Background: an optimization exercise with open tools, aiming at small area. Do not read the settings as production practice. Function was checked by simulation only, so behaviour that the tests miss may differ from the original. Power and IR drop assume default switching activity.

<file path="flow/config.mk">
export PLATFORM = sky130hd
export DESIGN_NAME = top
export DESIGN_NICKNAME = top
export VERILOG_FILES = /design/flow/design.v
export SDC_FILE = /design/flow/constraint.sdc
export NUM_CORES = 4
export LEC_CHECK = 0
export CAP_MARGIN = 20
export CORE_MARGIN = 2
export CORE_UTILIZATION = 40
export PLACE_DENSITY = 0.6
export SLEW_MARGIN = 20
</file>
<file path="flow/constraint.sdc">
create_clock -name core_clock -period 10.0 [get_ports {clk}]
set_input_delay 2.0000 -clock core_clock [delete_from_list [all_inputs] [get_ports {clk}]]
set_output_delay 2.0000 -clock core_clock [all_outputs]
set_load 0.01 [all_outputs]
</file>
<file path="flow/run.sh">
#!/bin/bash
# synth_recipe.tcl (not shown) runs the flow's synth.tcl, then flattens the netlist and writes it again
# the make line also repeats each setting of config.mk as NAME=value (left out here)
make -C /OpenROAD-flow-scripts/flow DESIGN_CONFIG=/design/flow/config.mk WORK_HOME=/design/flow/orfs CLKGATE_MAP_FILE= SYNTH_SCRIPT=/design/flow/synth_recipe.tcl finish
</file>
<file path="flow/design.v">
module top (
    input clk,
    input mode,
    input song,
    input plus,
    input minus,
    input rst,
    input set,
    input refer,
    input player1,
    input player2,
    output reg [8:0] rope,
    output reg [1:0] sel,
    output reg [1:0] ledr,
    output reg [1:0] ledg,
    output [1:0] ledb,
    output [3:0] ledop,
    output [7:0] segdata1,
    output [7:0] segdata0,
    output [7:0] seg,
    output [7:0] sel8,
    output reg ledplayer1,
    output reg ledplayer2,
    output reg buzzer,
    output reg round_indicator_1,
    output reg round_indicator_2
);
localparam SYM_DASH = 4'd10, SYM_L = 4'd11, SYM_E = 4'd12, SYM_BLANK = 4'd13;
wire playsong;
wire song_pulse, mode_pulse, plus_pulse, minus_pulse, set_pulse, refer_pulse;
wire player1_pulse, player2_pulse;
wire set_q, plus_q, minus_q;    
wire b40_lt, b40_gt;         
wire mid_lt, mid_gt;         
wire fast_lt, fast_gt;       
reg  mid_lt_d, mid_gt_d;
parameter init              = 3'd0;
parameter time_set          = 3'd1;
parameter round_set         = 3'd2;
parameter finish_setting    = 3'd3;
parameter counting_down     = 3'd4;
parameter gaming            = 3'd5;
parameter check             = 3'd6;
parameter gameover          = 3'd7;
reg [2:0] current_state;
reg [2:0] next_state;
reg gameoverflag;            
reg win1, win2, draw;
reg winflag_1, winflag_2, buzzerflag;
reg [1:0] modereg;
reg [3:0] cycle;
reg [2:0] scan;
reg [3:0] score1, score2;
reg [3:0] win;
reg [1:0] nr1;              
reg [3:0] nr0;              
reg [4:0] seck;              
reg [4:0] seck_d;            
reg [3:0] sr1, sr0;          
reg [3:0] sr1_d, sr0_d;      
reg [1:0] cntdownsec;
reg [3:0] buzzer_gameover_8;
reg       ledb_r;
reg       insetting_d;       
reg       act_d;             
reg [3:0] sd0, sd1;          
reg [3:0] segsym;            
reg [1:0] dmode;             
reg [1:0] d_r1;
reg [3:0] d_r0;
reg       lag1, lag2;        
reg [14:0] p1;
reg [12:0] p2;
reg [11:0] p3;
reg [12:0] buzzer_cnt_1Hz;
reg [13:0] countdown_1Hz;
wire [14:0] p1_next = {p1[13:0], ~(p1[14] ^ p1[13])};
wire [12:0] p2_next = {p2[11:0], ~(p2[12] ^ p2[3] ^ p2[2] ^ p2[0])};
wire [11:0] p3_next = {p3[10:0], ~(p3[11] ^ p3[5] ^ p3[3] ^ p3[0])};
wire [12:0] b1_next = {buzzer_cnt_1Hz[11:0], ~(buzzer_cnt_1Hz[12] ^ buzzer_cnt_1Hz[3] ^ buzzer_cnt_1Hz[2] ^ buzzer_cnt_1Hz[0])};
wire [13:0] cd_next = {countdown_1Hz[12:0], ~(countdown_1Hz[13] ^ countdown_1Hz[4] ^ countdown_1Hz[2] ^ countdown_1Hz[0])};
wire p1_1500  = (p1 == 15'h300e);
wire p1_1501  = (p1 == 15'h601c);
wire p1_12000 = (p1 == 15'h594c);
wire p1_24000 = (p1 == 15'h187a);
wire p2_3000  = (p2 == 13'h1cd0);
wire p2_6000  = (p2 == 13'h0457);
wire p3_2769  = (p3 == 12'h50d);
wire p3_3000  = (p3 == 12'hd32);
wire b1_6000  = (buzzer_cnt_1Hz == 13'h0457);
wire cd_12000 = (countdown_1Hz == 14'h3115);
debounce mode_debounce    (.clk(clk), .rst(rst), .key(mode),    .key_pulse(mode_pulse));
debounce song_debounce    (.clk(clk), .rst(rst), .key(song),    .key_pulse(song_pulse));
debounce sec_plus_debounce(.clk(clk), .rst(rst), .key(plus),    .key_pulse(plus_pulse), .key_q(plus_q));
debounce sec_minus_debounce(.clk(clk), .rst(rst), .key(minus),  .key_pulse(minus_pulse), .key_q(minus_q));
debounce set_debounce     (.clk(clk), .rst(rst), .key(set),     .key_pulse(set_pulse), .key_q(set_q));
debounce refer_debounce   (.clk(clk), .rst(rst), .key(refer),   .key_pulse(refer_pulse));
debounce player1_debounce (.clk(clk), .rst(rst), .key(player1), .key_pulse(player1_pulse));
debounce player2_debounce (.clk(clk), .rst(rst), .key(player2), .key_pulse(player2_pulse));
breath_gen #(.N(40), .W(6)) b40  (.clk(clk), .rst(rst), .lt(b40_lt),  .gt(b40_gt));
breath_gen #(.N(24), .W(5)) bmid (.clk(clk), .rst(rst), .lt(mid_lt),  .gt(mid_gt));
breath_gen #(.N(15), .W(4)) bfast(.clk(clk), .rst(rst), .lt(fast_lt), .gt(fast_gt));
always @(posedge clk) begin
    mid_lt_d <= mid_lt;
    mid_gt_d <= mid_gt;
end
playsongs bgm(.clk(clk), .rst(gameoverflag), .song(song_pulse), .buzzer(playsong));
wire st_init  = (current_state == init);
wire st_ts    = (current_state == time_set);
wire st_rs    = (current_state == round_set);
wire st_fin   = (current_state == finish_setting);
wire st_cd    = (current_state == counting_down);
wire st_game  = (current_state == gaming);
wire st_check = (current_state == check);
wire st_over  = (current_state == gameover);
wire secreg_zero = (sr1 == 4'd0) && (sr0 == 4'd0);
wire p1won = (score1 == win);
wire p2won = (score2 == win);
wire rope_left  = rope[0] | rope[1] | rope[2] | rope[3];
wire rope_right = rope[5] | rope[6] | rope[7] | rope[8];
always @(posedge clk or negedge rst)
begin
    if (!rst) current_state <= init;
    else      current_state <= next_state;
end
always @(posedge clk)
begin
    case (current_state)
    init:           next_state <= time_set;
    time_set:       if (set_pulse) next_state <= round_set;
    round_set:      if (set_pulse) next_state <= finish_setting;
    finish_setting: if (refer_pulse) next_state <= counting_down;
    counting_down:  if (cntdownsec == 0) next_state <= gaming;
    gaming: begin
        if (!secreg_zero) begin
            if (rope[0] || rope[8]) next_state <= check;
        end
        else next_state <= check;
    end
    check: begin
        if (p1won || p2won) next_state <= gameover;
        else if (refer_pulse) next_state <= counting_down;
    end
    default:        next_state <= gameover;
    endcase
end
always @(posedge clk)
begin
    case (current_state)
    init: begin
        score1 <= 0; score2 <= 0; win1 <= 0; win2 <= 0; nr1 <= 2'd0; nr0 <= 4'd1; draw <= 0;
    end
    gaming: begin
        if      (rope[0]) begin win1 <= 1; win2 <= 0; end
        else if (rope[8]) begin win1 <= 0; win2 <= 1; end
        else if (rope_left && secreg_zero)  begin win1 <= 1; win2 <= 0; end
        else if (rope_right && secreg_zero) begin win1 <= 0; win2 <= 1; end
        else if (rope[4] && secreg_zero) draw <= 1;
    end
    check: begin
        if      (win1) begin score1 <= score1 + 1'b1; win1 <= 0; end
        else if (win2) begin score2 <= score2 + 1'b1; win2 <= 0; end
        else if (draw) draw <= 0;
        if (win1 || win2 || draw) begin
            if (nr1 == 2'd3 && nr0 == 4'd1) begin nr1 <= 2'd0; nr0 <= 4'd0; end
            else if (nr0 == 4'd9) begin nr1 <= nr1 + 1'b1; nr0 <= 4'd0; end
            else nr0 <= nr0 + 1'b1;
        end
    end
    default: begin win1 <= 0; win2 <= 0; end
    endcase
end
always @(posedge clk)
begin
    case (current_state)
    init: begin
        ledr <= 2'b00; ledg <= 2'b11; ledb_r <= 1'b1;
    end
    time_set:  if (set_pulse) begin ledr[1] <= 1; ledg[1] <= 0; end
    round_set: if (set_pulse) begin ledr[0] <= 1; ledg[0] <= 0; end
    finish_setting: if (refer_pulse) begin
        ledr <= 2'b11; ledg <= 2'b11; ledb_r <= 1'b1;
    end
    counting_down: begin
        if (p2_3000) begin
            ledr <= ~ledr; ledg <= ~ledg; ledb_r <= ~ledb_r;
        end
        if (cntdownsec == 0) begin
            ledr <= 2'b11; ledg <= 2'b11; ledb_r <= 1'b1;
        end
    end
    gaming: begin
        if (rope[4]) begin
            ledg[0] <= b40_lt; ledg[1] <= b40_gt; ledr <= 2'b11;
        end
        else if (rope[2] || rope[3] || rope[5] || rope[6]) begin
            ledg[0] <= mid_lt; ledr[0] <= mid_lt_d; ledg[1] <= mid_gt; ledr[1] <= mid_gt_d;
        end
        else if (rope[0] || rope[1] || rope[7] || rope[8]) begin
            ledg <= 2'b11; ledr[0] <= fast_lt; ledr[1] <= fast_gt;
        end
    end
    default: begin
        ledr <= 2'b11; ledg <= 2'b11; ledb_r <= 1'b1;
    end
    endcase
end
assign ledb = {2{ledb_r}};
always @(posedge clk)
begin
    case (current_state)
    init: begin seck <= 5'd1; win <= 4'd1; end
    time_set: begin
        if (minus_pulse) seck <= (seck == 5'd1)  ? 5'd19 : seck - 1'b1;
        else if (plus_pulse) seck <= (seck == 5'd19) ? 5'd1 : seck + 1'b1;
    end
    round_set: begin
        if (minus_pulse) win <= (win == 4'd1) ? 4'd9 : win - 1'b1;
        else if (plus_pulse) win <= (win == 4'd9) ? 4'd1 : win + 1'b1;
    end
    default: ;
    endcase
end
always @(posedge clk) insetting_d <= st_ts | st_rs;
assign ledop[0] = ~insetting_d | set_q;
assign ledop[1] = 1'b1;
assign ledop[2] = ~insetting_d | plus_q;
assign ledop[3] = ~insetting_d | minus_q;
always @(posedge clk)
begin
    if (st_cd) begin
        if (p1_12000) cntdownsec <= cntdownsec - 1'b1;
    end
    else cntdownsec <= 2'd3;
end
always @(posedge clk)
begin
    case (current_state)
    init: countdown_1Hz <= 14'd0;
    counting_down: begin
        sr1 <= {1'b0, seck[4:1]};
        sr0 <= seck[0] ? 4'd5 : 4'd0;
    end
    gaming: begin
        if (cd_12000) begin
            countdown_1Hz <= 14'd0;
            if (sr0 == 4'd0) begin sr0 <= 4'd9; sr1 <= sr1 - 1'b1; end
            else sr0 <= sr0 - 1'b1;
        end
        else countdown_1Hz <= cd_next;
    end
    default: ;
    endcase
end
always @(posedge clk)
begin
    seck_d <= seck;
    sr1_d  <= sr1;
    sr0_d  <= sr0;
end
always @(posedge clk)
begin
    case (current_state)
    init: sel <= 2'b11;
    time_set: if (p2_6000) sel <= ~sel;
    round_set: begin
        sel[0] <= 1'b1;
        if (p2_6000) sel[1] <= ~sel[1];
    end
    finish_setting: sel <= 2'b00;
    counting_down:  sel <= 2'b10;
    gaming:         sel <= 2'b00;
    default: ;
    endcase
end
always @(posedge clk)
begin
    case (current_state)
    init: dmode <= 2'd0;
    time_set: begin
        sd0 <= seck_d[0] ? 4'd5 : 4'd0;
        sd1 <= seck_d[4:1];
    end
    round_set: sd1 <= win;
    finish_setting: begin
        sd0 <= seck_d[0] ? 4'd5 : 4'd0;
        sd1 <= seck_d[4:1];
        dmode <= 2'd1;
        d_r1 <= 2'd0; d_r0 <= 4'd0;
    end
    counting_down: begin
        d_r1 <= nr1;
        d_r0 <= nr0;
        sd0 <= {2'b00, cntdownsec};
    end
    gaming: begin
        sd0 <= sr0_d;
        sd1 <= sr1_d;
    end
    check: ;
    default: begin
        if (p2won)      dmode <= 2'd3;
        else if (p1won) dmode <= 2'd2;
    end
    endcase
end
assign segdata0[7] = 1'b0;
seg7 seg7_sd0 (.d(sd0), .s(segdata0[6:0]));
assign segdata1[7] = 1'b0;
seg7 seg7_sd1 (.d(sd1), .s(segdata1[6:0]));
always @(posedge clk) begin
    lag1 <= st_check & win1;
    lag2 <= st_check & win2 & ~win1;
end
wire [3:0] d_s1 = lag1 ? score1 - 1'b1 : score1;
wire [3:0] d_s2 = lag2 ? score2 - 1'b1 : score2;
reg [3:0] scan_sym;
always @(*) begin
    case (dmode)
    2'd1: case (scan)
        3'd0: scan_sym = d_s2;
        3'd1: scan_sym = SYM_DASH;
        3'd2: scan_sym = SYM_DASH;
        3'd3: scan_sym = d_s1;
        3'd4: scan_sym = d_r0;
        3'd5: scan_sym = {2'b00, d_r1};
        3'd6: scan_sym = SYM_DASH;
        default: scan_sym = win;
        endcase
    2'd2: case (scan)
        3'd0: scan_sym = SYM_E;
        3'd1: scan_sym = 4'd5;
        3'd2: scan_sym = 4'd0;
        3'd3: scan_sym = SYM_L;
        default: scan_sym = 4'd6;
        endcase
    2'd3: case (scan)
        3'd4: scan_sym = SYM_E;
        3'd5: scan_sym = 4'd5;
        3'd6: scan_sym = 4'd0;
        3'd7: scan_sym = SYM_L;
        default: scan_sym = 4'd6;
        endcase
    default: scan_sym = SYM_BLANK;
    endcase
end
always @(posedge clk)
begin
    act_d <= (current_state >= finish_setting);
    if (st_init) begin
        scan <= 3'd0;
        segsym <= SYM_BLANK;
    end
    else if (current_state >= finish_setting) begin
        scan <= scan + 1'b1;
        segsym <= scan_sym;
    end
end
assign seg[7] = 1'b0;
seg7 seg7_seg (.d(segsym), .s(seg[6:0]));
assign sel8 = act_d ? ~(8'd1 << (scan - 1'b1)) : 8'hff;
always @(posedge clk)
begin
    case (current_state)
    init: begin
        cycle <= 4'd1;
        winflag_2 <= 0;
        rope <= 9'b0;
    end
    time_set, round_set: begin
        case (modereg)
        2'b00: rope <= {9{b40_lt}};
        2'b01: rope <= {{4{b40_lt}}, b40_gt, {4{b40_lt}}};
        2'b10: rope <= 9'b1111_1_1111;
        default: rope <= 9'b0;
        endcase
    end
    finish_setting: rope <= 9'b0;
    counting_down: begin
        if (p3_2769) cycle <= cycle + 1'b1;
        case (cycle)
            4'd1:  rope <= 9'b1000_0_0001;
            4'd2:  rope <= 9'b0100_0_0010;
            4'd3:  rope <= 9'b0010_0_0100;
            4'd4:  rope <= 9'b0001_0_1000;
            4'd5:  rope <= 9'b0000_1_0000;
            4'd6:  rope <= 9'b0001_0_1000;
            4'd7:  rope <= 9'b0010_0_0100;
            4'd8:  rope <= 9'b0100_0_0010;
            4'd9:  rope <= 9'b1000_0_0001;
            4'd10: rope <= 9'b0100_0_0010;
            4'd11: rope <= 9'b0010_0_0100;
            4'd12: rope <= 9'b0001_0_1000;
            4'd13: rope <= 9'b0000_1_0000;
            default: ;
        endcase
    end
    gaming: begin
        if (player2_pulse)      rope <= {rope[0], rope[8:1]};
        else if (player1_pulse) rope <= {rope[7:0], rope[8]};
    end
    check: begin
        if (p1won || p2won) winflag_2 <= 1'b1;
        cycle <= 4'd1;
    end
    default: begin
        if (p2_3000) rope <= ~rope;
        else if ((p1won || p2won) && winflag_2) rope <= 9'b0101_0_1010;
        if ((p1won || p2won) && winflag_2) winflag_2 <= 1'b0;
    end
    endcase
end
wire beep_go = ~p1_1501;     
always @(posedge clk)
begin
    case (current_state)
    time_set: begin
        if (set_pulse || plus_pulse || minus_pulse || buzzerflag) begin
            buzzerflag <= beep_go; buzzer <= beep_go;
        end
    end
    round_set: begin
        if (plus_pulse || minus_pulse || buzzerflag) begin
            buzzerflag <= beep_go; buzzer <= beep_go;
        end
        if (set_pulse) buzzerflag <= 1'b1;
    end
    finish_setting: begin
        buzzerflag <= beep_go & buzzerflag;
        buzzer     <= beep_go & buzzerflag;
    end
    counting_down: if (b1_6000) buzzer <= ~buzzer;
    check: begin
        if (p1won || p2won) winflag_1 <= 1'b1;
        if (p1_1500 && buzzer_gameover_8 < 4'd8) begin
            buzzer <= ~buzzer;
            buzzer_gameover_8 <= buzzer_gameover_8 + 1'b1;
        end
    end
    gameover: begin
        if ((p1won || p2won) && winflag_1) begin
            buzzer <= ~buzzer;
            winflag_1 <= 1'b0;
        end
        if (p1_24000 && !gameoverflag) begin
            buzzer <= ~buzzer;
            gameoverflag <= 1'b1;
        end
        if (gameoverflag) buzzer <= playsong;
    end
    default: begin
        buzzer <= 1'b0;
        buzzer_gameover_8 <= 0;
        winflag_1 <= 1'b0;
        buzzerflag <= 1'b0;
        gameoverflag <= 1'b0;
    end
    endcase
end
always @(posedge clk)
begin
    if (st_init) buzzer_cnt_1Hz <= 13'd0;
    else if (st_cd) buzzer_cnt_1Hz <= b1_6000 ? 13'd0 : b1_next;
end
wire ns_over = (next_state == gameover);
always @(posedge clk)
begin
    case (current_state)
    time_set: begin
        if (set_pulse || plus_pulse || minus_pulse || buzzerflag)
            p1 <= beep_go ? p1_next : 15'd0;
    end
    round_set: begin
        if (plus_pulse || minus_pulse || buzzerflag)
            p1 <= beep_go ? p1_next : 15'd0;
    end
    finish_setting:
        p1 <= (beep_go && buzzerflag && next_state != counting_down) ? p1_next : 15'd0;
    counting_down:
        p1 <= (p1_12000 || ns_over) ? 15'd0 : p1_next;
    check:
        p1 <= (next_state != check || (p1_1500 && buzzer_gameover_8 < 4'd8)) ? 15'd0 : p1_next;
    gameover:
        p1 <= (p1_24000 && !gameoverflag) ? 15'd0 : p1_next;
    default: p1 <= 15'd0;
    endcase
end
always @(posedge clk)
begin
    case (current_state)
    time_set, round_set: p2 <= p2_6000 ? 13'd0 : p2_next;
    counting_down:       p2 <= (p2_3000 || ns_over) ? 13'd0 : p2_next;
    gameover:            p2 <= p2_3000 ? 13'd0 : p2_next;
    default:             p2 <= 13'd0;
    endcase
end
always @(posedge clk)
begin
    case (current_state)
    counting_down: p3 <= (p3_2769 || ns_over) ? 12'd0 : p3_next;
    check:         p3 <= (p3_3000 || next_state == counting_down) ? 12'd0 : p3_next;
    gameover:      p3 <= p3_3000 ? 12'd0 : p3_next;
    default:       p3 <= 12'd0;
    endcase
end
always @(posedge clk)
begin
    case (current_state)
    time_set, round_set: begin
        case (modereg)
        2'b00: begin ledplayer1 <= b40_lt; ledplayer2 <= b40_lt; end
        2'b01: begin ledplayer1 <= b40_gt; ledplayer2 <= b40_gt; end
        2'b10: begin ledplayer1 <= 1'b1;   ledplayer2 <= 1'b1;   end
        default: begin ledplayer1 <= 1'b0; ledplayer2 <= 1'b0;   end
        endcase
    end
    check: begin
        if (p3_3000) begin
            if (rope_left)  ledplayer1 <= ~ledplayer1;
            if (rope_right) ledplayer2 <= ~ledplayer2;
        end
    end
    gameover: begin
        if (p3_3000) begin
            if (p1won) ledplayer1 <= ~ledplayer1;
            if (p2won) ledplayer2 <= ~ledplayer2;
        end
    end
    default: begin
        ledplayer1 <= 1'b0;
        ledplayer2 <= 1'b0;
    end
    endcase
end
always @(posedge clk)
begin
    case (current_state)
    time_set, round_set: begin
        case (modereg)
        2'b00: begin round_indicator_1 <= b40_lt; round_indicator_2 <= b40_lt; end
        2'b01: begin round_indicator_1 <= b40_gt; round_indicator_2 <= b40_gt; end
        2'b10: begin round_indicator_1 <= 1'b1;   round_indicator_2 <= 1'b1;   end
        default: begin round_indicator_1 <= 1'b0; round_indicator_2 <= 1'b0;   end
        endcase
    end
    default: begin
        round_indicator_1 <= 1'b0;
        round_indicator_2 <= 1'b0;
    end
    endcase
end
always @(posedge clk or negedge rst)
begin
    if (!rst) modereg <= 2'b00;
    else if (mode_pulse) modereg <= modereg + 1'b1;
end
endmodule
module seg7 (
    input      [3:0] d,
    output reg [6:0] s
);
always @(*) begin
    case (d)
        4'd0:  s = 7'h3f;
        4'd1:  s = 7'h06;
        4'd2:  s = 7'h5b;
        4'd3:  s = 7'h4f;
        4'd4:  s = 7'h66;
        4'd5:  s = 7'h6d;
        4'd6:  s = 7'h7d;
        4'd7:  s = 7'h07;
        4'd8:  s = 7'h7f;
        4'd9:  s = 7'h6f;
        4'd10: s = 7'h40;
        4'd11: s = 7'h38;
        4'd12: s = 7'h79;
        default: s = 7'h00;
    endcase
end
endmodule
module debounce (clk,rst,key,key_pulse,key_q);
input  clk;
input  rst;
input  key;
output key_pulse;
output key_q;
reg       key_rst_pre_n;
reg       key_rst_n;
reg [7:0] cnt;
reg       key_sec_n;
reg       key_sec_pre_n;
wire key_edge = ~key_rst_pre_n & key_rst_n;
always @(posedge clk or negedge rst)
begin
    if (!rst) begin
        key_rst_n     <= 1'b0;
        key_rst_pre_n <= 1'b0;
        cnt           <= 8'h0;
        key_sec_n     <= 1'b0;
        key_sec_pre_n <= 1'b0;
    end
    else begin
        key_rst_n     <= ~key;
        key_rst_pre_n <= key_rst_n;
        if (key_edge) cnt <= 8'h0;
        else          cnt <= cnt + 1'b1;
        if (cnt == 8'hff) key_sec_n <= ~key;
        key_sec_pre_n <= key_sec_n;
    end
end
assign key_pulse = ~key_sec_pre_n & key_sec_n;
assign key_q = ~key_rst_n;
endmodule
module breath_gen #(parameter N = 40, parameter W = 6) (
    input  clk,
    input  rst,
    output reg lt,
    output reg gt
);
reg [W-1:0] cnt1;
reg [W-1:0] cnt2;
reg         flag;
always @(posedge clk or negedge rst) begin
    if (!rst) begin
        cnt1 <= 0;
        cnt2 <= 0;
        flag <= 1'b0;
    end
    else begin
        if (cnt1 == N-1) cnt1 <= 0;
        else             cnt1 <= cnt1 + 1'b1;
        if (cnt1 == N-1) begin
            if (!flag) begin
                if (cnt2 == N-1) flag <= 1'b1;
                else             cnt2 <= cnt2 + 1'b1;
            end
            else begin
                if (cnt2 == 0) flag <= 1'b0;
                else           cnt2 <= cnt2 - 1'b1;
            end
        end
    end
end
always @(posedge clk) begin
    lt <= !(cnt1 < cnt2);
    gt <= !(cnt2 < cnt1);
end
endmodule
module playsongs(
    input clk,
    input rst,
    input song,
    output reg buzzer
);
reg [7:0] hcnt;      
reg       ph;        
reg [4:0] cnt1;      
reg [6:0] cnt2;      
reg [1:0] flag;      
reg [2:0] note;      
reg [7:0] hlast;     
reg [7:0] hlast2;    
reg [4:0] cishu;
reg [4:0] cishu_div;
reg [6:0] last;      
always @(*) begin
    case (flag)
        2'd0: case (cnt2)
            7'd0: note = 3'd3;
            7'd1: note = 3'd3;
            7'd2: note = 3'd4;
            7'd3: note = 3'd5;
            7'd4: note = 3'd5;
            7'd5: note = 3'd4;
            7'd6: note = 3'd3;
            7'd7: note = 3'd2;
            7'd8: note = 3'd1;
            7'd9: note = 3'd1;
            7'd10: note = 3'd2;
            7'd11: note = 3'd3;
            7'd12: note = 3'd3;
            7'd13: note = 3'd2;
            7'd14: note = 3'd2;
            7'd16: note = 3'd3;
            7'd17: note = 3'd3;
            7'd18: note = 3'd4;
            7'd19: note = 3'd5;
            7'd20: note = 3'd5;
            7'd21: note = 3'd4;
            7'd22: note = 3'd3;
            7'd23: note = 3'd2;
            7'd24: note = 3'd1;
            7'd25: note = 3'd1;
            7'd26: note = 3'd2;
            7'd27: note = 3'd3;
            7'd28: note = 3'd2;
            7'd29: note = 3'd1;
            7'd30: note = 3'd1;
            7'd32: note = 3'd2;
            7'd33: note = 3'd2;
            7'd34: note = 3'd3;
            7'd35: note = 3'd1;
            7'd36: note = 3'd2;
            7'd37: note = 3'd3;
            7'd38: note = 3'd4;
            7'd39: note = 3'd3;
            7'd40: note = 3'd1;
            7'd41: note = 3'd2;
            7'd42: note = 3'd3;
            7'd43: note = 3'd4;
            7'd44: note = 3'd3;
            7'd45: note = 3'd2;
            7'd46: note = 3'd1;
            7'd47: note = 3'd2;
            7'd48: note = 3'd5;
            7'd50: note = 3'd3;
            7'd51: note = 3'd3;
            7'd52: note = 3'd4;
            7'd53: note = 3'd5;
            7'd54: note = 3'd5;
            7'd55: note = 3'd4;
            7'd56: note = 3'd3;
            7'd57: note = 3'd2;
            7'd58: note = 3'd1;
            7'd59: note = 3'd1;
            7'd60: note = 3'd2;
            7'd61: note = 3'd3;
            7'd62: note = 3'd2;
            7'd63: note = 3'd1;
            7'd64: note = 3'd1;
            default: note = 3'd0;
        endcase
        2'd1: case (cnt2)
            7'd0: note = 3'd1;
            7'd1: note = 3'd1;
            7'd2: note = 3'd5;
            7'd3: note = 3'd5;
            7'd4: note = 3'd6;
            7'd5: note = 3'd6;
            7'd6: note = 3'd5;
            7'd8: note = 3'd4;
            7'd9: note = 3'd4;
            7'd10: note = 3'd3;
            7'd11: note = 3'd3;
            7'd12: note = 3'd2;
            7'd13: note = 3'd2;
            7'd14: note = 3'd1;
            7'd16: note = 3'd5;
            7'd17: note = 3'd5;
            7'd18: note = 3'd4;
            7'd19: note = 3'd4;
            7'd20: note = 3'd3;
            7'd21: note = 3'd3;
            7'd22: note = 3'd2;
            7'd24: note = 3'd5;
            7'd25: note = 3'd5;
            7'd26: note = 3'd4;
            7'd27: note = 3'd4;
            7'd28: note = 3'd3;
            7'd29: note = 3'd3;
            7'd30: note = 3'd2;
            7'd32: note = 3'd1;
            7'd33: note = 3'd1;
            7'd34: note = 3'd5;
            7'd35: note = 3'd5;
            7'd36: note = 3'd6;
            7'd37: note = 3'd6;
            7'd38: note = 3'd5;
            7'd40: note = 3'd4;
            7'd41: note = 3'd4;
            7'd42: note = 3'd3;
            7'd43: note = 3'd3;
            7'd44: note = 3'd2;
            7'd45: note = 3'd2;
            7'd46: note = 3'd1;
            default: note = 3'd0;
        endcase
        2'd2: case (cnt2)
            7'd0: note = 3'd1;
            7'd1: note = 3'd2;
            7'd2: note = 3'd3;
            7'd3: note = 3'd1;
            7'd4: note = 3'd1;
            7'd5: note = 3'd2;
            7'd6: note = 3'd3;
            7'd7: note = 3'd1;
            7'd8: note = 3'd3;
            7'd9: note = 3'd4;
            7'd10: note = 3'd5;
            7'd12: note = 3'd3;
            7'd13: note = 3'd4;
            7'd14: note = 3'd5;
            7'd16: note = 3'd5;
            7'd17: note = 3'd6;
            7'd18: note = 3'd5;
            7'd19: note = 3'd4;
            7'd20: note = 3'd3;
            7'd21: note = 3'd1;
            7'd22: note = 3'd5;
            7'd23: note = 3'd6;
            7'd24: note = 3'd5;
            7'd25: note = 3'd4;
            7'd26: note = 3'd3;
            7'd27: note = 3'd1;
            7'd28: note = 3'd2;
            7'd29: note = 3'd5;
            7'd30: note = 3'd1;
            7'd32: note = 3'd2;
            7'd33: note = 3'd5;
            7'd34: note = 3'd1;
            default: note = 3'd0;
        endcase        default: note = 3'd0;
    endcase
end
always @(*) begin
    case (note)
        3'd0: begin hlast = 8'd219; hlast2 = 8'd219; cishu = 5'd11; cishu_div = 5'd8; end
        3'd1: begin hlast = 8'd228; hlast2 = 8'd228; cishu = 5'd13; cishu_div = 5'd10; end
        3'd2: begin hlast = 8'd203; hlast2 = 8'd203; cishu = 5'd14; cishu_div = 5'd11; end
        3'd3: begin hlast = 8'd181; hlast2 = 8'd181; cishu = 5'd16; cishu_div = 5'd12; end
        3'd4: begin hlast = 8'd170; hlast2 = 8'd171; cishu = 5'd17; cishu_div = 5'd13; end
        3'd5: begin hlast = 8'd152; hlast2 = 8'd152; cishu = 5'd19; cishu_div = 5'd15; end
        3'd6: begin hlast = 8'd135; hlast2 = 8'd135; cishu = 5'd22; cishu_div = 5'd17; end
        default: begin hlast = 8'd120; hlast2 = 8'd121; cishu = 5'd24; cishu_div = 5'd19; end
    endcase
    case (flag)
        2'd0: last = 7'd65;
        2'd1: last = 7'd47;
        2'd2: last = 7'd35;
        default: last = 7'd0;
    endcase
end
wire hend = (hcnt == (ph ? hlast2 : hlast));    
wire end0 = ph & hend;                           
wire end1 = (cnt1 == cishu);
always @(posedge clk or negedge rst)
begin
    if (!rst) begin
        flag   <= 2'b00;
        hcnt   <= 0;
        ph     <= 1'b0;
        cnt1   <= 0;
        cnt2   <= 0;
        buzzer <= 1'b0;
    end
    else begin
        if (song) flag <= flag + 1'b1;
        if (flag == 2'b11 || song) begin
            hcnt <= 0;
            ph   <= 1'b0;
            cnt1 <= 0;
            cnt2 <= 0;
        end
        else begin
            if (hend) hcnt <= 0;
            else              hcnt <= hcnt + 1'b1;
            if (hend) ph <= ~ph;
            if (end0) begin
                if (end1) cnt1 <= 0;
                else      cnt1 <= cnt1 + 1'b1;
            end
            if (end0 && end1) begin
                if (cnt2 == last) cnt2 <= 0;
                else              cnt2 <= cnt2 + 1'b1;
            end
        end
        buzzer <= (note != 3'd0) && (cnt1 < cishu_div) && ph;
    end
end
endmodule
</file>
==> impl_metrics.yaml, run 1 <==
global_routing:
  grt_first_pass_wirelength_mm: 71.8
  grt_pass1_vias: 14031
  grt.total_usage_pct: 17.5
  antenna_found_initial: 0
  grt_overflow_total: 0
  grt_max_degree: 83
sta:
  fmax_mhz: 203
  slew_violations: 0
  setup_viol: 0
  fin_ws_ns: 5.08
  fin_crit_sh_pct: 49.2
  finalCriticalPeriod_ns: 4.92
  rsz0062_at_grt: "false"
  hold_viol: 0
  max-slew-margin-rel_pct: 23.3
  tightest_slew_ns: 1.13
  fin_tns_setup_ns: 0
  clock_skew_ns: 0.0179
logic_synthesis:
  synthTopCellsByArea: "dfrtp_1 21%, edfxtp_1 18%, dfxtp_1 9.9%"
  synth-edff-count: 112
  ys_seq_elements: 365
  yosys_most_used_dff: "dfrtp_1"
  synthArstFlopShare_pct: 43.3
  synth_top_area_share_pct: 20.6
  synth_cell_types: 90
  yosys_warnings: 7
  yosysSeqAreaShare_pct: 48.1
  netlist_area_um2: 19200
  synth_common_cells: "182 x nor2_1, 158 x dfrtp_1, 158 x nand2_1, 114 x ha_1, 112 x edfxtp_1"
  yosysTopAreaCell: "dfrtp_1"
  synthCells: 1964
  synth.most_common_cell: "nor2_1"
  syn_area_per_cell_um2: 9.76
die:
  die_h_um: 223
  die_w_um: 223
  initial_utilization_pct: 40.3
  rows: 80
  coreArea_um2: 47500
  boundaryPins: 68
  die_area_um2: 49700
setup_path:
  crit_chain: "inv_1, ha_1, nor2b_1, o21ai_0, a22oi_1, o311ai_1, a21oi_1, buf_4, nand2b_1, or4b_4, a311oi_4, nand4_2, or4_1, a21oi_1"
  path_buf_inv: 2
  cp.arrival_ns: 5.39
  crit_path_frequent_cell: "a21oi_1"
  crit_fanout: 21
  cp-end-kind: "register"
  cpPeakStageDelay_ns: 0.63
  required_ns: 10.47
  critical_path_class: "register to register"
  critPathTopFamily: "simple AND/OR/NAND/NOR gates"
  cp-start-kind: "register"
  cp_slowest_cell: "dfrtp_1"
drt:
  drc: 0
  num_vias: 14345
  drt_pass1_iterations: 5
  drt.antenna.violating_nets: 0
  drtIter0Drc: 1263
  wl_per_cell_um: 16.2
  via_per_inst: 5.42
  wirelength_mm: 42.9
final_layout:
  layoutNonFillerInstCount: 2646
  fin_nets: 2125
  antennaDiodeCount: 0
  synthToLayoutAreaGrowth_pct: 12.7
  layout-drive-gt1-share_pct: 5.51
cts:
  numCtsBuffers: 41
  clock_path_buffers: 3
  cts.sinks: 365
  hold_buffers: 0
  cts_setup_buffers: 0
  path_clk_slew_ns: 0.06
  htree_levels: 2
  cts-resized-gates: 0
  cts-root-buf: "clkbuf_16"
  cts_tree: "yes"
  clock_latency_ns: 0.56
power_and_ir_drop:
  ir_drop_v: 0.000133
  p_leak_nw: 8.91
  power_density_nw_per_um2: 147
place:
  portBuffers: 63
  post-place-ws_ns: 5.11
  place.gp.congestion: 0.842
  dp_cells: 2570
  dp_hpwl_mm: 30.5
flow_run:
  maxCapViolCount: 0
hold_path:
  hp-class: "register to async pin"
status:
  status: "complete, no violations"
## area by class of cell
class                   instances  area, um2
well taps                     615        769
fillers                      4481      25900
flip-flops and latches        365       9220
inverters                      99        372
repair buffers                 77        737
clock buffers                  65       1230
clock inverters                11       88.8
multi-input cells            1414       9190
## layout by cell type, fill, tap and decap left out, types with 12 or more instances in the layout
master             n
a21oi_1          107
xor2_1            51
mux2i_1           19
buf_4             14
and3_1            51
dfxtp_1           95
dfrtp_1          158
a31oi_1           21
ha_1             114
nor2_1           182
edfxtp_1         112
nor3_1            26
clkbuf_1          16
nand2b_1          28
a211oi_1          16
o22ai_1           17
nor4_1            13
nand4_1           24
xnor2_1           70
nor2b_1           58
a21o_1            12
nand3_1           87
clkbuf_16         44
and2_1            49
or3_1             17
inv_1             92
clkdlybuf4s50_1   62
o21ai_0          107
nand2_1          158
## through the flow
step | utilization [%] | power, W | cell area [um2] | hold slack, ns
CTS | 45.4 | 0.00323 | 21600 | 0.292
finish | 45.4 | 0.00319 | 21600 | 0.278
detailed placement | 42.7 | 0.00175 | 20300 | 0.284
global route | 45.4 | 0.00332 | 21600 | 0.315
floorplan | - | 0.00171 | 19200 | 0.331
global placement | 42.6 | 0.00174 | 20300 | 0.273
## routing by layer
layer	share of wire [%]	vias to the layer above	track usage, %
met2	45	339	27.9
li1	-	7005	-
met3	6.3	72	4.19
met5	0	-	0
met4	2.8	0	5.95
met1	46	6929	23.5
## power by group
part           total (W)  switching, W  internal (W)
Sequential       0.00162     0.0000426       0.00158
Combinational   0.000102     0.0000514     0.0000506
Clock            0.00147      0.000595      0.000871
Total            0.00319      0.000690       0.00250
## cell families after synthesis
family	count (synthesis)	share of synthesized area (%)
multiplexers	26	1.48
adder cells (fa/ha/maj)	118	7.80
AND/OR/NAND/NOR	754	20.1
XOR/XNOR	121	5.53
other	2	0.0392
buffers and inverters	187	4.09
flip-flops	365	48.1
AO/OA/AOI/OAI	391	12.9
## worst register-to-register path, cell delays in order, from the launching register on
cell      delay (ns)
dfrtp_1         0.63
inv_1           0.27
ha_1            0.51
nor2b_1         0.11
o21ai_0         0.17
a22oi_1         0.12
o311ai_1        0.43
a21oi_1         0.12
buf_4           0.23
nand2b_1        0.19
or4b_4          0.55
a311oi_4        0.40
nand4_2         0.37
or4_1           0.60
a21oi_1         0.15
## state kept, by name, summed over array words and instances, names as in the netlist, 6 cells and up
signal,count
seg7_sd0.s,7
set_debounce.cnt,8
p3,12
rope,9
song_debounce.cnt,8
bgm.cnt2,7
b40.cnt1,6
seg7_sd1.s,7
sec_minus_debounce.cnt,8
b40.cnt2,6
mode_debounce.cnt,8
countdown_1Hz,14
buzzer_cnt_1Hz,13
player2_debounce.cnt,8
seg7_seg.s,7
player1_debounce.cnt,8
p1,15
refer_debounce.cnt,8
sec_plus_debounce.cnt,8
p2,13
bgm.hcnt,8
## path summary, 6_finish.rpt
| kind | depth (start not counted) | start | slack [ns] | to |
|---|---|---|---|---|
| max | 14 | bgm.cnt2[1]$_DFFE_PN0P_ | 5.08 | bgm.cnt2[3]$_DFFE_PN0P_ |
| min | 1 | gameoverflag$_DFFE_PP_ | 0.28 | bgm.hcnt[5]$_DFF_PN0_ |
| max reg2reg | 14 | bgm.cnt2[1]$_DFFE_PN0P_ | 5.08 | bgm.cnt2[3]$_DFFE_PN0P_ |
| min reg2reg | 1 | gameoverflag$_DFFE_PP_ | 0.28 | bgm.hcnt[5]$_DFF_PN0_ |
| max in group asynchronous | 2 | rst | 7.31 | bfast.cnt2[0]$_DFFE_PN0P_ |
| min in group core_clock | 0 | refer_debounce.key_rst_n$_DFF_PN0_ | 0.36 | refer_debounce.key_rst_pre_n$_DFF_PN0_ |
==> run 2, diff against run 1 <==
--- a/flow/config.mk
+++ b/flow/config.mk
@@ -8,5 +8,7 @@
 export CAP_MARGIN = 20
 export CORE_MARGIN = 2
 export CORE_UTILIZATION = 40
+export CTS_CLUSTER_DIAMETER = 100
+export CTS_CLUSTER_SIZE = 25
 export PLACE_DENSITY = 0.6
 export SLEW_MARGIN = 20
==> run 2 against run 1 <==
  * Clock power shrank 41%
  * Count of clock-buffer cells in the layout fell by 38
  * Worst setup slack lost 0.023 ns
  * Clock skew increased by 0.010 ns
  * Critical path type unchanged
  * Via count fell by 0.38%
  * Cell count down 1.6%
  * Largest power group unchanged
==> impl_metrics.yaml, run 2 <==
logic_synthesis:
  synth_top_area_share_pct: 20.6
  yosysTopAreaCell: "dfrtp_1"
  yosys_warnings: 7
  synth-edff-count: 112
  synth.most_common_cell: "nor2_1"
  synthArstFlopShare_pct: 43.3
  synth_common_cells: "182 x nor2_1, 158 x dfrtp_1, 158 x nand2_1, 114 x ha_1, 112 x edfxtp_1"
  synth_cell_types: 90
  yosys_most_used_dff: "dfrtp_1"
  netlist_area_um2: 19200
  yosysSeqAreaShare_pct: 48.1
  synthTopCellsByArea: "dfrtp_1 21%, edfxtp_1 18%, dfxtp_1 9.9%"
  ys_seq_elements: 365
  syn_area_per_cell_um2: 9.76
  synthCells: 1964
drt:
  topRoutingLayerUsed: "met4"
  wirelength_mm: 42.2
  drtIter0Drc: 1202
  wl_per_cell_um: 16.2
  met2_wirelength_mm: 19.2
  wl_met3_mm: 2.21
  drt.antenna.violating_nets: 0
  via_per_inst: 5.49
  wl_met1_mm: 19.7
  drt_pass1_iterations: 5
  drc: 0
  num_vias: 14291
setup_path:
  crit_chain: "inv_1, ha_1, nor2b_1, o21ai_0, a22oi_1, o311ai_1, a21oi_1, buf_4, nand2b_1, or4b_4, a311oi_4, nand4_2, or4_1, a21oi_1"
  cpPeakStageDelay_ns: 0.65
  required_ns: 10.48
  crit_path_frequent_cell: "a21oi_1"
  cp-start-kind: "register"
  crit_fanout: 21
  critical_path_class: "register to register"
  cp_slowest_cell: "dfrtp_1"
  critPathTopFamily: "simple AND/OR/NAND/NOR gates"
  r2r_slack_ns: 5.05
  path_buf_inv: 2
  cp.arrival_ns: 5.43
  cp-end-kind: "register"
cts:
  clock_latency_ns: 0.56
  cts-root-buf: "clkbuf_16"
  cts_tree: "yes"
  htree_levels: 1
  numCtsBuffers: 19
  cts.sinks: 365
  cts-resized-gates: 0
  hold_buffers: 0
  clock_path_buffers: 3
  path_clk_slew_ns: 0.10
  cts_setup_buffers: 0
global_routing:
  grt_pass1_vias: 13745
  grt_overflow_total: 0
  grt_first_pass_wirelength_mm: 70.4
  antenna_found_initial: 0
  grt.total_usage_pct: 17.0
  grt_max_degree: 83
final_layout:
  synthToLayoutAreaGrowth_pct: 8.75
  nFillCells: 4528
  antennaDiodeCount: 0
  layout_commonest_cell: "nor2_1"
  fin_nets: 2103
  largest_reg_flops: 15
  reg_top3: "p1 x15, countdown_1Hz x14"
  layout-drive-gt1-share_pct: 4.02
  multi_input_area_um2: 9190
  fin_area_um2: 20900
  top_register: "p1"
  mostFrequentLayoutCells: "182 x nor2_1, 158 x nand2_1, 158 x dfrtp_1"
  seq_area_um2: 9220
sta:
  fmax_mhz: 202
  hold_viol: 0
  tightest_slew_ns: 1.14
  max-slew-margin-rel_pct: 22.7
  finalCriticalPeriod_ns: 4.95
  fin_crit_sh_pct: 49.5
  rsz0062_at_grt: "false"
  setup_viol: 0
  fin_tns_setup_ns: 0
  whs_ns: 0.263
  clock_skew_ns: 0.0282
  slew_violations: 0
  fin_ws_ns: 5.05
place:
  portBuffers: 63
  place_area_um2: 20300
  place.gp.congestion: 0.842
  dp_hpwl_mm: 30.5
  post-place-ws_ns: 5.11
die:
  die_area_um2: 49700
  coreArea_um2: 47500
  initial_utilization_pct: 40.3
  rows: 80
  die_w_um: 223
  die_h_um: 223
  boundaryPins: 68
hold_path:
  hp-class: "register to async pin"
flow_run:
  maxCapViolCount: 0
power_and_ir_drop:
  ir_drop_v: 0.0000904
  power_density_nw_per_um2: 124
  p_leak_nw: 8.55
status:
  status: "complete, no violations"
==> run 2: worst paths after layout <==
kind                                         start                             end  cells past startpoint
min in group core_clock            bmid.gt$_DFF_P_                mid_gt_d$_DFF_P_                      0
setup / recovery           bgm.cnt2[1]$_DFFE_PN0P_         bgm.cnt2[4]$_DFFE_PN0P_                     14
setup reg to reg           bgm.cnt2[1]$_DFFE_PN0P_         bgm.cnt2[4]$_DFFE_PN0P_                     14
hold reg to reg             gameoverflag$_DFFE_PP_         bgm.cnt2[3]$_DFFE_PN0P_                      1
max in group asynchronous                      rst  song_debounce.cnt[0]$_DFF_PN0_                      2
hold / removal              gameoverflag$_DFFE_PP_         bgm.cnt2[3]$_DFFE_PN0P_                      1
==> run 2: power by group <==
group	switching, W	total [W]	internal (W)
sequential	0.0000415	0.00161	0.00157
clock	0.000495	0.000867	0.000373
combinational	0.0000506	0.000101	0.0000503
==> run 2: per-stage QoR <==
step,util (%),total power (W),instances
5_1_grt,43.9,0.00270,2604
2_1_floorplan,-,0.00171,1966
6_report,43.9,0.00258,2604
3_3_place_gp,42.6,0.00174,2569
4_1_cts,43.8,0.00262,2604
3_5_place_dp,42.7,0.00175,2570
==> run 2: routing by layer <==
metal	global-route usage, %	vias to the layer above
li1	-	6936
met1	23.6	6944
met2	27.6	348
met3	2.86	63
met4	4.57	0
met5	0	-
==> run 2: layout make-up <==
cell class                 count  share of cell area (%)
timing repair buffer          77                    3.53
clock buffer                  27                    2.47
clock inverter                 7                   0.252
sequential                   365                    44.2
inverter                      99                    1.78
multi-input combinational   1414                    44.1
tap                          615                    3.69
==> run 2: kinds of logic after synthesis <==
family,count (synthesis),synth area share [%]
and+or+nand+nor,754,20.1
AOI/OAI and AO/OA,391,12.9
DFF,365,48.1
buffers and inverters,187,4.09
xor gates and xnor gates,121,5.53
adders and majority gates,118,7.80
muxes,26,1.48
other,2,0.0392
==> run 3, diff against run 2 <==
--- a/flow/design.v
+++ b/flow/design.v
@@ -305,9 +305,9 @@
     endcase
 end
 assign segdata0[7] = 1'b0;
-seg7 seg7_sd0 (.d(sd0), .s(segdata0[6:0]));
+seg7d seg7_sd0 (.d(sd0), .s(segdata0[6:0]));
 assign segdata1[7] = 1'b0;
-seg7 seg7_sd1 (.d(sd1), .s(segdata1[6:0]));
+seg7d seg7_sd1 (.d(sd1), .s(segdata1[6:0]));
 always @(posedge clk) begin
     lag1 <= st_check & win1;
     lag2 <= st_check & win2 & ~win1;
@@ -574,7 +574,28 @@
         4'd10: s = 7'h40;
         4'd11: s = 7'h38;
         4'd12: s = 7'h79;
-        default: s = 7'h00;
+        4'd13: s = 7'h00;
+        default: s = 7'bx;
+    endcase
+end
+endmodule
+module seg7d (
+    input      [3:0] d,
+    output reg [6:0] s
+);
+always @(*) begin
+    case (d)
+        4'd0:  s = 7'h3f;
+        4'd1:  s = 7'h06;
+        4'd2:  s = 7'h5b;
+        4'd3:  s = 7'h4f;
+        4'd4:  s = 7'h66;
+        4'd5:  s = 7'h6d;
+        4'd6:  s = 7'h7d;
+        4'd7:  s = 7'h07;
+        4'd8:  s = 7'h7f;
+        4'd9:  s = 7'h6f;
+        default: s = 7'bx;
     endcase
 end
 endmodule
@@ -641,9 +662,11 @@
         end
     end
 end
+wire eq = (cnt1 == cnt2);
+wire ge = eq | ((cnt1 != 0) & lt);
 always @(posedge clk) begin
-    lt <= !(cnt1 < cnt2);
-    gt <= !(cnt2 < cnt1);
+    lt <= ge;
+    gt <= ~ge | eq;
 end
 endmodule
 module playsongs(
@@ -814,14 +837,14 @@
 end
 always @(*) begin
     case (note)
-        3'd0: begin hlast = 8'd219; hlast2 = 8'd219; cishu = 5'd11; cishu_div = 5'd8; end
-        3'd1: begin hlast = 8'd228; hlast2 = 8'd228; cishu = 5'd13; cishu_div = 5'd10; end
-        3'd2: begin hlast = 8'd203; hlast2 = 8'd203; cishu = 5'd14; cishu_div = 5'd11; end
-        3'd3: begin hlast = 8'd181; hlast2 = 8'd181; cishu = 5'd16; cishu_div = 5'd12; end
-        3'd4: begin hlast = 8'd170; hlast2 = 8'd171; cishu = 5'd17; cishu_div = 5'd13; end
-        3'd5: begin hlast = 8'd152; hlast2 = 8'd152; cishu = 5'd19; cishu_div = 5'd15; end
-        3'd6: begin hlast = 8'd135; hlast2 = 8'd135; cishu = 5'd22; cishu_div = 5'd17; end
-        default: begin hlast = 8'd120; hlast2 = 8'd121; cishu = 5'd24; cishu_div = 5'd19; end
+        3'd0: begin hlast = 8'hcf; hlast2 = 8'hcf; cishu = 5'd11; cishu_div = 5'd8; end
+        3'd1: begin hlast = 8'h15; hlast2 = 8'h15; cishu = 5'd13; cishu_div = 5'd10; end
+        3'd2: begin hlast = 8'h59; hlast2 = 8'h59; cishu = 5'd14; cishu_div = 5'd11; end
+        3'd3: begin hlast = 8'h11; hlast2 = 8'h11; cishu = 5'd16; cishu_div = 5'd12; end
+        3'd4: begin hlast = 8'hb5; hlast2 = 8'h6a; cishu = 5'd17; cishu_div = 5'd13; end
+        3'd5: begin hlast = 8'h3a; hlast2 = 8'h3a; cishu = 5'd19; cishu_div = 5'd15; end
+        3'd6: begin hlast = 8'h9c; hlast2 = 8'h9c; cishu = 5'd22; cishu_div = 5'd17; end
+        default: begin hlast = 8'h17; hlast2 = 8'h2e; cishu = 5'd24; cishu_div = 5'd19; end
     endcase
     case (flag)
         2'd0: last = 7'd65;
@@ -853,7 +876,7 @@
         end
         else begin
             if (hend) hcnt <= 0;
-            else              hcnt <= hcnt + 1'b1;
+            else              hcnt <= {hcnt[6:0], ~(hcnt[7] ^ hcnt[5] ^ hcnt[4] ^ hcnt[3])};
             if (hend) ph <= ~ph;
             if (end0) begin
                 if (end1) cnt1 <= 0;
==> flow/config.mk (replaced) <==
export PLATFORM = sky130hd
export DESIGN_NAME = top
export DESIGN_NICKNAME = top
export VERILOG_FILES = /design/flow/design.v
export SDC_FILE = /design/flow/constraint.sdc
export NUM_CORES = 4
export LEC_CHECK = 0
export ABC_AREA = 1
export ABC_CLOCK_PERIOD_IN_PS = 1000000
export CAP_MARGIN = 20
export CORE_MARGIN = 2
export CORE_UTILIZATION = 60
export CTS_CLUSTER_DIAMETER = 100
export CTS_CLUSTER_SIZE = 25
export PLACE_DENSITY = 0.75
export SLEW_MARGIN = 20
==> run 3 against run 2 <==
  * Still clean on timing, DRC and antenna
  * Sequential power barely moved
  * Worst setup slack improved by 0.41 ns
  * Wire length down 7.1%
  * Cell count is 2.8% higher
  * Synthesized cell count up 13%
  * Clock power is 3.6% lower
  * Highest routed layer unchanged
==> impl_metrics.yaml, run 3 <==
status:
  status: "complete, no violations"
final_layout:
  fin_nets: 2378
  seq_area_um2: 9220
  synthToLayoutAreaGrowth_pct: 8.07
  largest_reg_flops: 15
  top_register: "p1"
  layout_commonest_cell: "nand2_1"
  layout-drive-gt1-share_pct: 3.82
  mostFrequentLayoutCells: "341 x nand2_1, 329 x inv_1, 284 x nor2_1"
  multi_input_area_um2: 8110
  reg_top3: "p1 x15, countdown_1Hz x14"
  fin_area_um2: 20300
  antennaDiodeCount: 0
  nFillCells: 2549
sta:
  rsz0062_at_grt: "false"
  slew_violations: 0
  hold_viol: 0
  tightest_slew_ns: 1.02
  setup_viol: 0
  fin_ws_ns: 5.46
  clock_skew_ns: 0.0223
  finalCriticalPeriod_ns: 4.54
  fin_crit_sh_pct: 45.4
  whs_ns: 0.287
  fmax_mhz: 220
  fin_tns_setup_ns: 0
  max-slew-margin-rel_pct: 31.8
global_routing:
  grt_first_pass_wirelength_mm: 66.3
  grt_pass1_vias: 14055
  grt_max_degree: 75
  antenna_found_initial: 0
  grt.total_usage_pct: 24.0
  grt_overflow_total: 0
logic_synthesis:
  synth_cell_types: 66
  yosysSeqAreaShare_pct: 49.0
  synthArstFlopShare_pct: 43.3
  ys_seq_elements: 365
  synth_simple_gate_area_share_pct: 23.1
  synth_compound_area_share_pct: 10.1
  synth_mux_area_share_pct: 0
  syn_area_per_cell_um2: 8.50
  synth_fa_ha_area_share_pct: 6.76
  yosys_most_used_dff: "dfrtp_1"
  synth_common_cells: "341 x nand2_1, 329 x inv_1, 285 x nor2_1, 158 x dfrtp_1, 151 x nand3_1"
  synth_top_family_by_area: "simple AND/OR/NAND/NOR gates"
  yosys_warnings: 8
  synthCells: 2216
  yosysTopAreaCell: "dfrtp_1"
  synthXorXnorAreaFrac_pct: 2.93
  synth-edff-count: 112
  synth.most_common_cell: "nand2_1"
  synth_top_area_share_pct: 21.0
  netlist_area_um2: 18800
  synthTopCellsByArea: "dfrtp_1 21%, edfxtp_1 18%, dfxtp_1 10%"
die:
  initial_utilization_pct: 61.2
  die_w_um: 181
  coreArea_um2: 30700
  boundaryPins: 68
  die_h_um: 181
  die_area_um2: 32800
  rows: 64
cts:
  cts-resized-gates: 0
  clock_latency_ns: 0.53
  numCtsBuffers: 18
  cts_tree: "yes"
  cts_setup_buffers: 0
  path_clk_slew_ns: 0.11
  cts.sinks: 365
  hold_buffers: 0
  htree_levels: 1
  cts-root-buf: "clkbuf_16"
  clock_path_buffers: 3
drt:
  drt.antenna.violating_nets: 0
  num_vias: 14791
  wl_per_cell_um: 14.6
  drtIter0Drc: 1008
  drc: 0
  drt_pass1_iterations: 5
  via_per_inst: 5.53
  wirelength_mm: 39.2
setup_path:
  cp.arrival_ns: 2.54
  critical_path_class: "register to primary output"
  cp-end-kind: "primary output"
  crit_fanout: 8
  cp-start-kind: "register"
  required_ns: 8.00
place:
  place_area_um2: 19800
  dp_hpwl_mm: 29.0
  place.gp.congestion: 0.912
  portBuffers: 63
  post-place-ws_ns: 6.01
flow_run:
  maxCapViolCount: 0
power_and_ir_drop:
  power_density_nw_per_um2: 125
  p_leak_nw: 9.53
  ir_drop_v: 0.000185
hold_path:
  hp-class: "register to async pin"
==> run 3: power breakdown <==
| group | internal (W) | switching, W | leakage, nW | total, W |
|---|---|---|---|---|
| sequential | 0.00157 | 0.0000278 | 3.66 | 0.00160 |
| combinational | 0.0000453 | 0.0000609 | 5.61 | 0.000106 |
| clock | 0.000368 | 0.000467 | 0.259 | 0.000836 |
| total | 0.00199 | 0.000556 | 9.53 | 0.00254 |
==> run 3: area by class of cell <==
class                      count  share of cell area (%)
sequential                   365                    45.3
multi-input combinational   1468                    39.9
inverter                     344                    6.36
timing repair buffer          71                    3.40
clock buffer                  31                    2.61
tap                          396                    2.43
clock inverter                 1                  0.0430
==> run 3: worst max-delay path, cell delays in order (launching register included) <==
cell and delay [ns]:
dfxtp_1 0.49, inv_1 0.17, ha_1 0.23, or2_2 0.27, nand2_1 0.14, inv_1 0.10, nand3_1 0.08, clkdlybuf4s50_1 0.54
==> run 3: cell families (layout without fill, tap and decap cells) <==
| kind of cell | Yosys count | count (layout) |
|---|---|---|
| buf+inv | 385 | 447 |
| compound gates | 331 | 331 |
| xor+xnor | 63 | 63 |
| other cells | 2 | 4 |
| simple gates | 970 | 970 |
| fa+ha+maj | 100 | 100 |
| flops | 365 | 365 |
==> run 3: metrics by stage <==
step / utilization [%] / instances / power [W]
global placement: 64.4 / 2644 / 0.00173
CTS: 66.2 / 2676 / 0.00256
detailed placement: 64.4 / 2644 / 0.00174
finish: 66.2 / 2676 / 0.00254
global route: 66.2 / 2676 / 0.00263
floorplan: - / 2218 / 0.00170
==> run 3: path summary, 6_finish.rpt <==
| path | startpoint | to | slack [ns] | cells after the start |
|---|---|---|---|---|
| worst max register to register | bgm.cnt2[1]$_DFFE_PN0P_ | bgm.hcnt[3]$_DFF_PN0_ | 6.35 | 21 |
| worst min register to register | gameoverflag$_DFFE_PP_ | bgm.hcnt[0]$_DFF_PN0_ | 0.29 | 1 |
| max in group asynchronous | rst | sec_plus_debounce.cnt[4]$_DFF_PN0_ | 7.29 | 2 |
| worst min-delay path | gameoverflag$_DFFE_PP_ | bgm.hcnt[0]$_DFF_PN0_ | 0.29 | 1 |
| worst max-delay path | scan[0]$_SDFFE_PP0N_ | sel8[5] | 5.46 | 7 |
| min in group core_clock | bmid.gt$_DFF_P_ | mid_gt_d$_DFF_P_ | 0.37 | 0 |
==> run 3: layer usage <==
| metal | part of all wire, % | vias to the layer above | track usage (%) | wire length [um] |
|---|---|---|---|---|
| met5 | 0 | - | 0 | 0 |
| met4 | 3.2 | 0 | 8.33 | 1250 |
| met3 | 4.5 | 77 | 2.10 | 1780 |
| met2 | 47 | 401 | 40.9 | 18500 |
| li1 | - | 7405 | - | - |
| met1 | 45 | 6908 | 32.5 | 17700 |
==> run 4, diff against run 3 <==
--- a/flow/config.mk
+++ b/flow/config.mk
@@ -9,8 +9,8 @@
 export ABC_CLOCK_PERIOD_IN_PS = 1000000
 export CAP_MARGIN = 20
 export CORE_MARGIN = 2
-export CORE_UTILIZATION = 60
+export CORE_UTILIZATION = 40
 export CTS_CLUSTER_DIAMETER = 100
 export CTS_CLUSTER_SIZE = 25
-export PLACE_DENSITY = 0.75
+export PLACE_DENSITY = 0.6
 export SLEW_MARGIN = 20
==> run 4 against run 3 <==
  * Still clean
  * Critical path depth is the same
  * Clock power is 3.0% higher
  * Total power rose by 0.85%
  * Flip-flop and latch count unchanged
  * Critical path type unchanged
  * Synthesized cell count is the same
  * Count of clock-buffer cells in the layout shrank 3
  * Highest routed layer unchanged
  * Wire length rose by 3.3%
  * Area after synthesis unchanged
  * Register-to-register slack improved by 0.08 ns
  * Core utilization fell by 22 points
==> impl_metrics.yaml, run 4 <==
final_layout:
  layout-drive-gt1-share_pct: 3.99
  reg_top3: "p1 x15, countdown_1Hz x14"
  nFillCells: 4511
  seq_area_um2: 9220
  mostFrequentLayoutCells: "341 x nand2_1, 329 x inv_1, 284 x nor2_1"
  fin_area_um2: 20600
  fin_nets: 2381
  synthToLayoutAreaGrowth_pct: 9.63
  largest_reg_flops: 15
  antennaDiodeCount: 0
  top_register: "p1"
  multi_input_area_um2: 8110
  layout_commonest_cell: "nand2_1"
global_routing:
  grt.total_usage_pct: 16.5
  grt_first_pass_wirelength_mm: 68.3
  grt_pass1_vias: 14021
  antenna_found_initial: 0
  grt_overflow_total: 0
  grt_max_degree: 74
logic_synthesis:
  synth_simple_gate_area_share_pct: 23.1
  synth_top_family_by_area: "simple AND/OR/NAND/NOR gates"
  synthArstFlopShare_pct: 43.3
  yosys_most_used_dff: "dfrtp_1"
  netlist_area_um2: 18800
  yosysSeqAreaShare_pct: 49.0
  synthXorXnorAreaFrac_pct: 2.93
  synthCells: 2216
  synth_common_cells: "341 x nand2_1, 329 x inv_1, 285 x nor2_1, 158 x dfrtp_1, 151 x nand3_1"
  synth.most_common_cell: "nand2_1"
  synthTopCellsByArea: "dfrtp_1 21%, edfxtp_1 18%, dfxtp_1 10%"
  yosysTopAreaCell: "dfrtp_1"
  synth_mux_area_share_pct: 0
  syn_area_per_cell_um2: 8.50
  synth_cell_types: 66
  synth-edff-count: 112
  synth_compound_area_share_pct: 10.1
  synth_fa_ha_area_share_pct: 6.76
  yosys_warnings: 8
  synth_top_area_share_pct: 21.0
  ys_seq_elements: 365
sta:
  slew_violations: 0
  rsz0062_at_grt: "false"
  whs_ns: 0.343
  fmax_mhz: 223
  fin_crit_sh_pct: 44.9
  fin_tns_setup_ns: 0
  tightest_slew_ns: 1.04
  max-slew-margin-rel_pct: 30.4
  finalCriticalPeriod_ns: 4.49
  hold_viol: 0
  setup_viol: 0
  clock_skew_ns: 0.0253
cts:
  numCtsBuffers: 19
  path_clk_slew_ns: 0.11
  cts-root-buf: "clkbuf_16"
  cts.sinks: 365
  cts_tree: "yes"
  hold_buffers: 0
  clock_path_buffers: 3
  cts-resized-gates: 0
  htree_levels: 1
  clock_latency_ns: 0.54
  cts_setup_buffers: 0
setup_path:
  cp.arrival_ns: 2.49
  crit_path_frequent_cell: "inv_1"
  r2r-end: "bgm.cnt2[2]$_DFFE_PN0P_"
  path_buf_inv: 3
  rr_worst_depth: 21
  critical_path_class: "register to primary output"
  rr_startpoint: "bgm.cnt2[1]$_DFFE_PN0P_"
  crit_chain: "inv_1, ha_1, or2_2, nand2_1, inv_1, nand3_1, clkdlybuf4s50_1"
  cp-start-kind: "register"
  r2r_slack_ns: 6.43
  critPathTopFamily: "buffers and inverters"
  cpPeakStageDelay_ns: 0.54
  crit_fanout: 8
  cp-end-kind: "primary output"
  required_ns: 8.00
  cp_slowest_cell: "clkdlybuf4s50_1"
drt:
  drt.antenna.violating_nets: 0
  num_vias: 14618
  wirelength_mm: 40.5
  drc: 0
  wl_per_cell_um: 14.0
  drtIter0Drc: 1051
  via_per_inst: 5.06
  drt_pass1_iterations: 5
power_and_ir_drop:
  power_density_nw_per_um2: 124
  ir_drop_v: 0.000104
  p_leak_nw: 9.55
die:
  die_area_um2: 48800
  coreArea_um2: 46600
  rows: 79
  initial_utilization_pct: 40.4
  die_w_um: 221
  die_h_um: 221
  boundaryPins: 68
flow_run:
  maxCapViolCount: 0
hold_path:
  hp-class: "register to async pin"
place:
  dp_hpwl_mm: 29.9
  place.gp.congestion: 0.891
  portBuffers: 63
  place_area_um2: 20100
status:
  status: "complete, no violations"
[run 4: stage by stage]
stage               total power, W  util (%)  setup WS [ns]  instances
finish                     0.00256      44.3           5.51       2889
global route               0.00268      44.3           5.31       2889
CTS                        0.00260      44.3           5.47       2889
detailed placement         0.00174      43.1           6.05       2857
global placement           0.00173      43.1           6.11       2857
floorplan                  0.00170         -           6.67       2218
[run 4: worst max path at each step]
stage                         start  endpoint  slack [ns]  depth (start not counted)
6_report       scan[0]$_SDFFE_PP0N_   sel8[4]        5.51                          7
5_1_grt        scan[0]$_SDFFE_PP0N_   sel8[7]        5.31                          7
4_1_cts        scan[0]$_SDFFE_PP0N_   sel8[4]        5.47                          7
3_5_place_dp   scan[0]$_SDFFE_PP0N_   sel8[4]        6.05                          7
3_3_place_gp   scan[0]$_SDFFE_PP0N_   sel8[5]        6.11                          7
2_1_floorplan  scan[0]$_SDFFE_PP0N_   sel8[4]        6.67                          6
[run 4: report_power, final]
part	switching, W	internal (W)
clock	0.000496	0.000366
combinational	0.0000582	0.0000449
sequential	0.0000266	0.00157
total	0.000581	0.00198
[run 4: cells by family (layout without fill, tap and decap cells)]
logic type               Yosys count  after routing
buffers and inverters            385            449
other                              2              4
adder cells (fa/ha/maj)          100            100
flip-flops                       365            365
AND/OR/NAND/NOR                  970            970
XOR/XNOR                          63             63
AO/OA/AOI/OAI                    331            331
[run 4: metal layers]
metal,global-route usage [%],wire length [um],vias to the layer above
li1,-,-,7417
met1,22.0,18900,6908
met2,28.3,19200,236
met3,2.14,1410,57
met4,3.96,963,0
met5,0,0,-
[run 4: final cells by class]
cell class,count,area share (%)
Clock buffer,28,2.47
Clock inverter,4,0.224
Inverter,344,6.27
Multi-Input combinational cell,1468,39.3
Sequential cell,365,44.7
Tap cell,607,3.68
Timing Repair Buffer,73,3.42

-- static timing again, ports no longer ideal --
In the flow no input, the clock included, has a driving cell. The finished layouts below were timed again as built, in two steps. Step 1: set_driving_cell puts a clkbuf_16 on clk and a buf_2 on each other input, an assumption about the parent block. Step 2 times the ports against the registers' clock, not the clock port: input delays grow and output delays shrink by t, the midpoint of the rising clock arrivals with the driver on. Slacks: ideal / step 1 / step 2; pairs: ideal / step 1.
run	shift t [ns]	setup WS [ns]	worst setup path after step 2	latest minus earliest clock arrival (ns)	worst slew at a driven data input, ns
run 1	0.605	5.076 / 5.076 / 5.076	register to register	0.023 / 0.023	0.04
run 2	0.597	5.053 / 5.053 / 5.053	register to register	0.032 / 0.032	0.04
run 3	0.578	5.464 / 5.410 / 5.988	register to output	0.023 / 0.022	0.04
run 4	0.581	5.512 / 5.462 / 6.043	register to output	0.026 / 0.026	0.05
After both steps setup and hold are still met in every run listed.
